This is an optimization exercise on Yosys and OpenROAD, whose aim is a short achievable clock period and few clock cycles, not a production implementation. At most, simulation tests tie the RTL to the original design; equivalence was not proved. No activity file was given, so power comes from the tool's default toggle rates.

==> job 1813 <==
## mp3_core
module mp3_core
(
    input  logic        clk,
    input  logic        rst,
    output logic [31:0] imem_addr,
    input  logic        imem_resp,
    input  logic [31:0] imem_rdata,
    output logic        dmem_read,
    output logic        dmem_write,
    output logic [3:0]  dmem_wmask,
    output logic [31:0] dmem_addr,
    output logic [31:0] dmem_wdata,
    input  logic        dmem_resp,
    input  logic [31:0] dmem_rdata
);
==> flow/config.mk <==
export PLATFORM = sky130hd
export DESIGN_NAME = mp3_core
export DESIGN_NICKNAME = mp3_core
export VERILOG_FILES = /design/flow/design.v
export SDC_FILE = /design/flow/constraint.sdc
export NUM_CORES = 4
export LEC_CHECK = 0
export CAP_MARGIN = 20
export CORE_MARGIN = 2
export CORE_UTILIZATION = 40
export SLEW_MARGIN = 20
==> flow/constraint.sdc <==
create_clock -name core_clock -period 12.0 [get_ports {clk}]
set_input_delay 2.4000 -clock core_clock [delete_from_list [all_inputs] [get_ports {clk}]]
set_output_delay 2.4000 -clock core_clock [all_outputs]
set_load 0.01 [all_outputs]
standard.sh (not shown) runs the stock make flow with config.mk's settings and CLKGATE_MAP_FILE= SYNTH_SCRIPT=/design/flow/synth_recipe.tcl, a recipe that flattens the netlist after the stock synthesis.
==> flow/flow/run.sh <==
#!/bin/bash
set -euo pipefail
cd "$(dirname "$0")/.."
bash standard.sh SETUP_SLACK_MARGIN=9.0 finish > standard_flow.log 2>&1
==> job 1224: changes against job 1813 <==
--- a/flow/design.v
+++ b/flow/design.v
@@ -12,14 +12,17 @@
     output logic [31:0] dmem_wdata,
     input  logic        dmem_resp,
     input  logic [31:0] dmem_rdata
 );
 logic [29:0] pc_f;
-logic [31:0] bt_v;
-logic [5:0]  bt_tag [32];
-logic [29:0] bt_tgt [32];
-logic [1:0]  bt_ctr [32];
+logic [31:0] f_oh;           
+localparam int IB = 5;            
+localparam int NB = 1 << IB;
+logic [NB-1:0] bt_v;
+logic [10-IB:0] bt_tag [NB];
+logic [29:0]   bt_tgt [NB];
+logic [1:0]    bt_ctr [NB];
 logic        d_valid, d_miss;
 logic [31:0] d_ir;
 logic [29:0] d_pc, d_pnpc;
 logic        d_hit;
 logic [1:0]  d_ctr;
@@ -40,13 +43,13 @@
 logic        e_lw, e_lh, e_lhs, e_lbs;
 logic [3:0]  e_mask;
 logic        e_hit;
 logic [1:0]  e_ctr;
 logic        m_valid;
-logic [29:0] m_tgt, m_pnpc, rp_pc;
+logic [29:0] m_tt, m_pc1, m_pnpc, rp_pc;
 logic [10:0] m_pcl;
-logic [31:0] m_res, m_sd;
+logic [31:0] m_res, m_addr, m_sd;      
 logic        m_we, m_ld, m_rdq, m_wrq;
 logic [4:0]  m_rd;
 logic        m_lw, m_lh, m_lhs, m_lbs;
 logic [3:0]  m_mask;
 logic        m_ctrl, m_jal, m_jalr, m_taken, m_mis;
@@ -56,15 +59,26 @@
 logic        w_we, w_isld;
 logic [4:0]  w_rd;
 logic [31:0] w_alu, w_ld;
 logic [31:0] rf [32];
 assign imem_addr = {pc_f, 2'b00};
-wire [4:0]  f_idx = pc_f[4:0];
-wire        f_hit = bt_v[f_idx] && (bt_tag[f_idx] == pc_f[10:5]);
-wire [1:0]  f_ctr = bt_ctr[f_idx];
+logic          f_v;
+logic [10-IB:0] f_tag;
+logic [29:0]   f_tgt;
+logic [1:0]    f_ctr;
+always_comb begin
+    f_v = 1'b0; f_tag = '0; f_tgt = '0; f_ctr = '0;
+    for (int i = 0; i < NB; i++) begin
+        f_v   = f_v   | (f_oh[i] & bt_v[i]);
+        f_tag = f_tag | ({(11-IB){f_oh[i]}} & bt_tag[i]);
+        f_tgt = f_tgt | ({30{f_oh[i]}} & bt_tgt[i]);
+        f_ctr = f_ctr | ({2{f_oh[i]}} & bt_ctr[i]);
+    end
+end
+wire        f_hit = f_v && (f_tag == pc_f[10:IB]);
 wire [29:0] f_pc1 = pc_f + 30'd1;
-wire [29:0] f_npc = (f_hit && f_ctr[1]) ? bt_tgt[f_idx] : f_pc1;
+wire [29:0] f_npc = (f_hit && f_ctr[1]) ? f_tgt : f_pc1;
 wire [6:0] d_op  = d_ir[6:0];
 wire [4:0] d_rd  = d_ir[11:7];
 wire [2:0] d_f3  = d_ir[14:12];
 wire [4:0] d_rs1 = d_ir[19:15];
 wire [4:0] d_rs2 = d_ir[24:20];
@@ -90,12 +104,18 @@
 wire [31:0] d_u_imm = {d_ir[31:12], 12'h000};
 wire [31:0] d_j_imm = {{11{d_ir[31]}}, d_ir[31], d_ir[19:12], d_ir[20], d_ir[30:21], 1'b0};
 wire [31:0] d_t_imm = d_is_jal ? d_j_imm : (d_is_br ? d_b_imm : d_u_imm);
 wire [31:0] d_tsum  = {d_pc, 2'b00} + d_t_imm;
 wire [29:0] d_pc1   = d_pc + 30'd1;
-wire        d_mt    = (d_tsum[31:2] == d_pnpc);
-wire        d_mnt   = (d_pc1 == d_pnpc);
+wire [29:0] mt_x = d_pc;
+wire [29:0] mt_y = d_t_imm[31:2];    
+wire [29:0] mt_c = mt_x ^ mt_y ^ d_pnpc;
+wire [29:0] mt_o = (mt_x & mt_y) | (mt_c & (mt_x | mt_y));
+wire        d_mt  = !mt_c[0] && (mt_o[28:0] == mt_c[29:1]);
+wire [29:0] mn_c = d_pc ^ d_pnpc ^ 30'd1;
+wire [29:0] mn_o = (d_pc & 30'd1) | (mn_c & (d_pc | 30'd1));
+wire        d_mnt = !mn_c[0] && (mn_o[28:0] == mn_c[29:1]);
 wire [31:0] w_wdata = w_isld ? w_ld : w_alu;
 wire [31:0] d_rf1 = (d_rs1 == 5'd0) ? 32'd0 : ((w_we && w_rd == d_rs1) ? w_wdata : rf[d_rs1]);
 wire [31:0] d_rf2 = (d_rs2 == 5'd0) ? 32'd0 : ((w_we && w_rd == d_rs2) ? w_wdata : rf[d_rs2]);
 wire d_a_e = e_we && (e_rd == d_rs1);
 wire d_b_e = e_we && (e_rd == d_rs2);
@@ -137,32 +157,46 @@
                     ({32{e_r_pass}} & e_pass);
 wire cond = (e_c_eq & eq) | (e_c_ne & !eq) | (e_c_lt & lt_s) | (e_c_ge & !lt_s) |
             (e_c_ltu & lt_u) | (e_c_geu & !lt_u);
 wire take_t = e_jal | (e_br & cond);
 wire e_mis  = e_smis | (e_br & (cond ? !e_mt : !e_mnt));
-wire [29:0] t_e = take_t ? e_target : e_pc1;
 wire hold   = (m_rdq | m_wrq) & !dmem_resp;
 wire m_act  = m_valid & !replay_q;
-wire r_mis  = m_act & (m_mis | (m_jalr & (m_tgt != m_pnpc)));
+wire r_mis  = m_act & (m_mis | (m_jalr & (m_tt != m_pnpc)));
 wire r_m    = replay_q | r_mis;
-wire [29:0] t_m = replay_q ? rp_pc : m_tgt;
+wire [29:0] t_m = replay_q ? rp_pc : (m_taken ? m_tt : m_pc1);
 wire r_d    = d_miss & !r_m;
 wire stall_d = d_valid & d_haz;             
 wire d_go   = d_valid & !d_haz & !r_m;
+wire d_sjmp = d_is_jal | (d_is_br & d_ir[31]);
+wire r_dj   = d_go & d_sjmp & !d_mt;
 wire e_go   = e_valid & !r_m;
-always_ff @(posedge clk) begin
-    if (rst)
-        pc_f <= 30'h18;
-    else if (r_m)
-        pc_f <= t_m;
+logic [29:0] pc_alt;
+always_comb begin
+    if (r_m)
+        pc_alt = t_m;
     else if (r_d)
-        pc_f <= d_pc;
+        pc_alt = d_pc;
+    else if (r_dj)
+        pc_alt = d_tsum[31:2];
     else if (!stall_d)
-        pc_f <= f_npc;
+        pc_alt = f_pc1;
+    else
+        pc_alt = pc_f;
 end
+wire f_take = !r_m & !r_d & !r_dj & !stall_d & f_hit & f_ctr[1];
 always_ff @(posedge clk) begin
-    if (rst || r_m || r_d) begin
+    if (rst) begin
+        pc_f <= 30'h18;
+        f_oh <= 32'd1 << 5'h18;
+    end else begin
+        pc_f <= f_take ? f_tgt : pc_alt;
+        f_oh <= f_take ? (32'd1 << f_tgt[IB-1:0]) : (32'd1 << pc_alt[IB-1:0]);
+    end
+end
+always_ff @(posedge clk) begin
+    if (rst || r_m || r_d || r_dj) begin
         d_valid <= 1'b0;
         d_miss  <= 1'b0;
     end else if (!stall_d) begin
         d_valid <= imem_resp;
         d_miss  <= !imem_resp;
@@ -187,18 +221,18 @@
         e_rdq   <= d_go & d_ld_ok;
         e_st    <= d_go & d_st_ok;
         e_br    <= d_go & d_is_br;
         e_jal   <= d_go & d_is_jal;
         e_jalr  <= d_go & d_is_jalr;
-        e_smis  <= d_go & !d_is_br & !d_is_jalr & (d_is_jal ? !d_mt : !d_mnt);
+        e_smis  <= d_go & !d_is_br & !d_is_jalr & (d_is_jal ? (!d_mt & !r_dj) : !d_mnt);
     end
     e_pc1    <= d_pc1;
     e_pcl    <= d_pc[10:0];
     e_target <= d_tsum[31:2];
-    e_pnpc   <= d_pnpc;
-    e_mt     <= d_mt;
-    e_mnt    <= d_mnt;
+    e_pnpc   <= r_dj ? d_tsum[31:2] : d_pnpc;
+    e_mt     <= d_mt | r_dj;
+    e_mnt    <= d_mnt & !r_dj;
     e_a      <= d_rf1;
     e_b      <= d_use_imm ? d_b_imm_val : d_rf2;
     e_sd     <= d_rf2;
     e_pass   <= d_is_lui ? d_u_imm : (d_is_auipc ? d_tsum : {d_pc1, 2'b00});
     e_fam    <= d_use1 & d_a_e;
@@ -256,33 +290,35 @@
         m_jal   <= e_go & e_jal;
         m_jalr  <= e_go & e_jalr;
         m_mis   <= e_go & e_mis;
     end
     if (!hold) begin
-        m_res   <= e_res;
+        m_addr  <= e_res;
         m_sd    <= sdv;
         m_rd    <= e_rd;
         m_lw    <= e_lw;
         m_lh    <= e_lh;
         m_lhs   <= e_lhs;
         m_lbs   <= e_lbs;
         m_mask  <= e_mask;
     end
-    m_tgt   <= e_jalr ? sum[31:2] : t_e;
+    m_res   <= e_res;
+    m_tt    <= e_jalr ? sum[31:2] : e_target;
+    m_pc1   <= e_pc1;
     m_pcl   <= e_pcl;
     m_pnpc  <= e_pnpc;
     m_taken <= take_t | e_jalr;
     m_hit   <= e_hit;
     m_ctr   <= e_ctr;
     if (!replay_q)
-        rp_pc <= m_tgt;              
+        rp_pc <= m_pc1;
     replay_q <= !rst & hold;
 end
 assign dmem_read  = m_rdq;
 assign dmem_write = m_wrq;
 assign dmem_wmask = m_mask;
-assign dmem_addr  = m_res;
+assign dmem_addr  = m_addr;
 assign dmem_wdata = m_sd;
 wire [31:0] ld_ext;
 assign ld_ext[7:0]   = dmem_rdata[7:0];
 assign ld_ext[15:8]  = (m_lw | m_lh) ? dmem_rdata[15:8] : {8{m_lbs & dmem_rdata[7]}};
 assign ld_ext[31:16] = m_lw ? dmem_rdata[31:16] :
@@ -296,26 +332,27 @@
 end
 always_ff @(posedge clk) begin
     if (w_we)
         rf[w_rd] <= w_wdata;
 end
-wire [4:0] u_idx = m_pcl[4:0];
+wire [IB-1:0] u_idx = m_pcl[IB-1:0];
 always_ff @(posedge clk) begin
-    if (rst) begin
-        bt_v <= 32'd0;
-    end else if (m_act) begin
-        if (m_ctrl) begin
-            if (m_taken) begin
-                bt_v[u_idx]   <= 1'b1;
-                bt_tag[u_idx] <= m_pcl[10:5];
-                bt_tgt[u_idx] <= m_tgt;
-                bt_ctr[u_idx] <= (m_jal | m_jalr) ? 2'b11 :
-                                 (m_hit ? ((m_ctr == 2'b11) ? 2'b11 : m_ctr + 2'b01) : 2'b10);
-            end else if (m_hit) begin
-                bt_ctr[u_idx] <= (m_ctr == 2'b00) ? 2'b00 : m_ctr - 2'b01;
-            end
-        end else if (m_hit && m_ctr[1]) begin
-            bt_v[u_idx] <= 1'b0;
+    if (rst)
+        bt_v <= '0;
+    else if (m_act && m_ctrl && m_taken)
+        bt_v[u_idx] <= 1'b1;
+    else if (m_act && !m_ctrl && m_hit && m_ctr[1])
+        bt_v[u_idx] <= 1'b0;
+end
+always_ff @(posedge clk) begin
+    if (m_act && m_ctrl) begin
+        if (m_taken) begin
+            bt_tag[u_idx] <= m_pcl[10:IB];
+            bt_tgt[u_idx] <= m_tt;
+            bt_ctr[u_idx] <= (m_jal | m_jalr) ? 2'b11 :
+                             (m_hit ? ((m_ctr == 2'b11) ? 2'b11 : m_ctr + 2'b01) : 2'b10);
+        end else if (m_hit) begin
+            bt_ctr[u_idx] <= (m_ctr == 2'b00) ? 2'b00 : m_ctr - 2'b01;
         end
     end
 end
 endmodule
==> flow/flow/run.sh (replaced) <==
#!/bin/bash
set -euo pipefail
cd "$(dirname "$0")/.."
bash standard.sh SETUP_SLACK_MARGIN=9.0 PRE_DETAIL_ROUTE_TCL="$PWD/flow/pre_drt.tcl" finish > standard_flow.log 2>&1
==> flow/flow/pre_drt.tcl (new file) <==
# Run before detailed routing (ORFS PRE_DETAIL_ROUTE_TCL hook): repair max slew and
# max capacitance with global-route parasitics, then legalize and re-route the
# changed nets incrementally.
if { [info exists ::env(DONT_USE_CELLS)] && $::env(DONT_USE_CELLS) ne "" } {
  set_dont_use $::env(DONT_USE_CELLS)
}
set_placement_padding -global \
  -left $::env(CELL_PAD_IN_SITES_DETAIL_PLACEMENT) \
  -right $::env(CELL_PAD_IN_SITES_DETAIL_PLACEMENT)
estimate_parasitics -global_routing
repair_design -slew_margin 30 -cap_margin 30 -verbose
global_route -start_incremental
detailed_placement
global_route -end_incremental
check_placement -verbose
==> job 5309: changes against job 1813 <==
--- a/flow/design.v
+++ b/flow/design.v
@@ -26,13 +26,13 @@
 logic        e_valid;
 logic [29:0] e_pc1, e_target, e_pnpc;
 logic [10:0] e_pcl;
 logic [31:0] e_a, e_b, e_sd, e_pass;
 logic        e_mt, e_mnt;
-logic        e_fam, e_fawa, e_fawl, e_far;
-logic        e_fbm, e_fbwa, e_fbwl, e_fbr;
-logic        e_fsm, e_fswa, e_fswl, e_fsr;
+logic        e_fam, e_fawa, e_fawl;
+logic        e_fbm, e_fbwa, e_fbwl;
+logic        e_fsm, e_fswa, e_fswl;
 logic        e_sub;
 logic        e_r_add, e_r_sll, e_r_srl, e_r_sra, e_r_xor, e_r_or, e_r_and, e_r_slt, e_r_sltu, e_r_pass;
 logic        e_c_eq, e_c_ne, e_c_lt, e_c_ge, e_c_ltu, e_c_geu;
 logic        e_br, e_jal, e_jalr, e_smis;
 logic        e_we, e_ld, e_rdq, e_st;
@@ -40,18 +40,18 @@
 logic        e_lw, e_lh, e_lhs, e_lbs;
 logic [3:0]  e_mask;
 logic        e_hit;
 logic [1:0]  e_ctr;
 logic        m_valid;
-logic [29:0] m_tgt, m_pnpc, rp_pc;
+logic [29:0] m_pc1, m_pnpc;
 logic [10:0] m_pcl;
 logic [31:0] m_res, m_sd;
 logic        m_we, m_ld, m_rdq, m_wrq;
 logic [4:0]  m_rd;
 logic        m_lw, m_lh, m_lhs, m_lbs;
 logic [3:0]  m_mask;
-logic        m_ctrl, m_jal, m_jalr, m_taken, m_mis;
+logic        m_ctrl, m_jal, m_jalr, m_taken;
 logic        m_hit;
 logic [1:0]  m_ctr;
 logic        replay_q;
 logic        w_we, w_isld;
 logic [4:0]  w_rd;
@@ -109,15 +109,15 @@
 wire d_f_sub   = d_is_op && d_f3 == 3'd0 && d_b30;
 wire d_f_slt   = d_alu_op && d_f3 == 3'd2;
 wire d_f_sltu  = d_alu_op && d_f3 == 3'd3;
 wire d_r_pass  = d_is_lui || d_is_auipc || d_is_jal || d_is_jalr;
 wire [31:0] opA = ({32{e_fam}}  & m_res) | ({32{e_fawa}} & w_alu) | ({32{e_fawl}} & w_ld) |
-                  ({32{e_far}} & e_a);
+                  ({32{!(e_fam | e_fawa | e_fawl)}} & e_a);
 wire [31:0] opB = ({32{e_fbm}}  & m_res) | ({32{e_fbwa}} & w_alu) | ({32{e_fbwl}} & w_ld) |
-                  ({32{e_fbr}} & e_b);
+                  ({32{!(e_fbm | e_fbwa | e_fbwl)}} & e_b);
 wire [31:0] sdv = ({32{e_fsm}}  & m_res) | ({32{e_fswa}} & w_alu) | ({32{e_fswl}} & w_ld) |
-                  ({32{e_fsr}} & e_sd);
+                  ({32{!(e_fsm | e_fswa | e_fswl)}} & e_sd);
 wire [31:0] opBx = opB ^ {32{e_sub}};
 wire [33:0] addw = {opA, 1'b1} + {opBx, e_sub};
 wire [31:0] sum  = addw[32:1];
 wire        cout = addw[33];
 wire        lt_u = !cout;
@@ -139,30 +139,32 @@
             (e_c_ltu & lt_u) | (e_c_geu & !lt_u);
 wire take_t = e_jal | (e_br & cond);
 wire e_mis  = e_smis | (e_br & (cond ? !e_mt : !e_mnt));
 wire [29:0] t_e = take_t ? e_target : e_pc1;
 wire hold   = (m_rdq | m_wrq) & !dmem_resp;
-wire m_act  = m_valid & !replay_q;
-wire r_mis  = m_act & (m_mis | (m_jalr & (m_tgt != m_pnpc)));
-wire r_m    = replay_q | r_mis;
-wire [29:0] t_m = replay_q ? rp_pc : m_tgt;
-wire r_d    = d_miss & !r_m;
-wire stall_d = d_valid & d_haz;             
-wire d_go   = d_valid & !d_haz & !r_m;
+wire r_jalr = m_valid & m_jalr & (m_sd[31:2] != m_pnpc);
+wire r_m    = replay_q | r_jalr;
+wire [29:0] t_m = replay_q ? m_pc1 : m_sd[31:2];
+wire r_e    = e_valid & !r_m & e_mis;
+wire r_d    = d_miss & !r_m & !r_e;
+wire stall_d = d_valid & d_haz & !r_m & !r_e;
+wire d_go   = d_valid & !stall_d & !r_m & !r_e;
 wire e_go   = e_valid & !r_m;
 always_ff @(posedge clk) begin
     if (rst)
         pc_f <= 30'h18;
     else if (r_m)
         pc_f <= t_m;
+    else if (r_e)
+        pc_f <= t_e;
     else if (r_d)
         pc_f <= d_pc;
     else if (!stall_d)
         pc_f <= f_npc;
 end
 always_ff @(posedge clk) begin
-    if (rst || r_m || r_d) begin
+    if (rst || r_m || r_e || r_d) begin
         d_valid <= 1'b0;
         d_miss  <= 1'b0;
     end else if (!stall_d) begin
         d_valid <= imem_resp;
         d_miss  <= !imem_resp;
@@ -202,19 +204,16 @@
     e_sd     <= d_rf2;
     e_pass   <= d_is_lui ? d_u_imm : (d_is_auipc ? d_tsum : {d_pc1, 2'b00});
     e_fam    <= d_use1 & d_a_e;
     e_fawa   <= d_use1 & !d_a_e & d_a_m & !m_ld;
     e_fawl   <= d_use1 & !d_a_e & d_a_m & m_ld;
-    e_far    <= !(d_use1 & (d_a_e | d_a_m));
     e_fbm    <= !d_use_imm & d_b_e;
     e_fbwa   <= !d_use_imm & !d_b_e & d_b_m & !m_ld;
     e_fbwl   <= !d_use_imm & !d_b_e & d_b_m & m_ld;
-    e_fbr    <= !(!d_use_imm & (d_b_e | d_b_m));
     e_fsm    <= d_b_e;
     e_fswa   <= !d_b_e & d_b_m & !m_ld;
     e_fswl   <= !d_b_e & d_b_m & m_ld;
-    e_fsr    <= !(d_b_e | d_b_m);
     e_sub    <= d_f_sub | d_f_slt | d_f_sltu | d_is_br;
     e_r_add  <= d_f_add || d_is_ld || d_is_st;
     e_r_sll  <= d_alu_op && d_f3 == 3'd1;
     e_r_srl  <= d_alu_op && d_f3 == 3'd5 && !d_b30;
     e_r_sra  <= d_alu_op && d_f3 == 3'd5 && d_b30;
@@ -242,41 +241,36 @@
 always_ff @(posedge clk) begin
     if (rst) begin
         m_valid <= 1'b0;
         m_we <= 1'b0; m_ld <= 1'b0; m_rdq <= 1'b0; m_wrq <= 1'b0;
         m_ctrl <= 1'b0; m_jal <= 1'b0; m_jalr <= 1'b0;
-    end else begin
-        if (!hold) begin
-            m_valid <= e_go;
-            m_we    <= e_go & e_we;
-            m_ld    <= e_go & e_ld;
-            m_rdq   <= e_go & e_rdq;
-            m_wrq   <= e_go & e_st;
-        end
+    end else if (!hold) begin
+        m_valid <= e_go;
+        m_we    <= e_go & e_we;
+        m_ld    <= e_go & e_ld;
+        m_rdq   <= e_go & e_rdq;
+        m_wrq   <= e_go & e_st;
         m_ctrl  <= e_go & (e_br | e_jal | e_jalr);
         m_jal   <= e_go & e_jal;
         m_jalr  <= e_go & e_jalr;
-        m_mis   <= e_go & e_mis;
     end
     if (!hold) begin
+        m_pc1   <= e_pc1;
+        m_pcl   <= e_pcl;
+        m_pnpc  <= e_pnpc;
         m_res   <= e_res;
-        m_sd    <= sdv;
+        m_sd    <= e_jalr ? sum : ((e_br | e_jal) ? {e_target, 2'b00} : sdv);
         m_rd    <= e_rd;
         m_lw    <= e_lw;
         m_lh    <= e_lh;
         m_lhs   <= e_lhs;
         m_lbs   <= e_lbs;
         m_mask  <= e_mask;
+        m_taken <= take_t | e_jalr;
+        m_hit   <= e_hit;
+        m_ctr   <= e_ctr;
     end
-    m_tgt   <= e_jalr ? sum[31:2] : t_e;
-    m_pcl   <= e_pcl;
-    m_pnpc  <= e_pnpc;
-    m_taken <= take_t | e_jalr;
-    m_hit   <= e_hit;
-    m_ctr   <= e_ctr;
-    if (!replay_q)
-        rp_pc <= m_tgt;              
     replay_q <= !rst & hold;
 end
 assign dmem_read  = m_rdq;
 assign dmem_write = m_wrq;
 assign dmem_wmask = m_mask;
@@ -300,16 +294,16 @@
 end
 wire [4:0] u_idx = m_pcl[4:0];
 always_ff @(posedge clk) begin
     if (rst) begin
         bt_v <= 32'd0;
-    end else if (m_act) begin
+    end else if (m_valid) begin
         if (m_ctrl) begin
             if (m_taken) begin
                 bt_v[u_idx]   <= 1'b1;
                 bt_tag[u_idx] <= m_pcl[10:5];
-                bt_tgt[u_idx] <= m_tgt;
+                bt_tgt[u_idx] <= m_sd[31:2];
                 bt_ctr[u_idx] <= (m_jal | m_jalr) ? 2'b11 :
                                  (m_hit ? ((m_ctr == 2'b11) ? 2'b11 : m_ctr + 2'b01) : 2'b10);
             end else if (m_hit) begin
                 bt_ctr[u_idx] <= (m_ctr == 2'b00) ? 2'b00 : m_ctr - 2'b01;
             end
==> flow/run.sh (new file) <==
#!/bin/bash
# synth_recipe.tcl (not shown) runs the flow's synth.tcl, then flattens the netlist and writes it again
# the make line also repeats each setting of config.mk as NAME=value (left out here)
make -C /OpenROAD-flow-scripts/flow DESIGN_CONFIG=/design/flow/config.mk WORK_HOME=/design/flow/orfs CLKGATE_MAP_FILE= SYNTH_SCRIPT=/design/flow/synth_recipe.tcl finish
removed: flow/flow/run.sh
removed: flow/standard.sh
==> comparison table <==
	job 1224	job 5309	job 1813
Start point of the critical path	d_ir[3]	e_fbm	e_fbwl
Crit Reg-Reg Startpoint	d_ir[3]	e_fbm	e_fbwl
Cell with the biggest individual delay on the critical path	sky130_fd_sc_hd__fa_1	sky130_fd_sc_hd__buf_4	sky130_fd_sc_hd__o211ai_1
Clock buffers created by TritonCTS	325	320	316
Number of pins with negative max-slew slack in the final report	0	0	5
Outcome	finished clean	finished clean	finished with violations
Violated checks	-	-	max-capacitance violations, max-slew violations
Post-layout minimum cycle time	4.97 ns	8.24 ns	4.43 ns
Cell Area, Placed	0.139 mm²	0.138 mm²	0.138 mm²
Area fraction in and, or, nand and nor cells after synthesis	0.0580	0.0501	0.0433
Clock buffers	450	412	404
Global-route wire length before repair	702000 µm	615000 µm	707000 µm
Fraction of area in registers	0.527	0.562	0.475
Mapped Area	0.131 mm²	0.130 mm²	0.130 mm²
Vias post-DR	91.5k	79.4k	88.4k
Longest individual stage delay on the worst path	0.53 ns	0.65 ns	0.85 ns
Clock share of power	0.395	0.415	0.399
Total power	25.2 mW	23.7 mW	24.6 mW
Non-clock inverter total of the final layout	224	174	167
Testbench counts of job 5309, summed over its fixed seeds: cycles 78,026.
The RTL of job 1813 and job 1224 was laid out without a check of its function.

[what the ideal ports hide]
The results above use ideal ports. As a check the final layouts listed here were re-extracted and re-timed, cells and wires unchanged.
Step 1: set_driving_cell puts a clkbuf_16 on clk and a buf_2 on each other input, an assumption about the parent block.
Step 2 also shifts input and output timing later by t, the mid clock arrival at the registers, as if the neighbouring blocks saw the same clock.
a / b / c = ideal ports / drivers / drivers and shift; a / b = the first two.
run	t (ns)	setup slack, ns	worst setup path at the end
job 1813	1.002	7.569 / 7.569 / 7.164	input to register
job 1224	1.002	7.031 / 7.031 / 7.031	register to register
job 5309	0.988	3.760 / 3.760 / 3.760	register to register
The setup slack of job 1813, which loses most, moves by 0.000 ns with the drivers and by -0.405 ns with both steps.
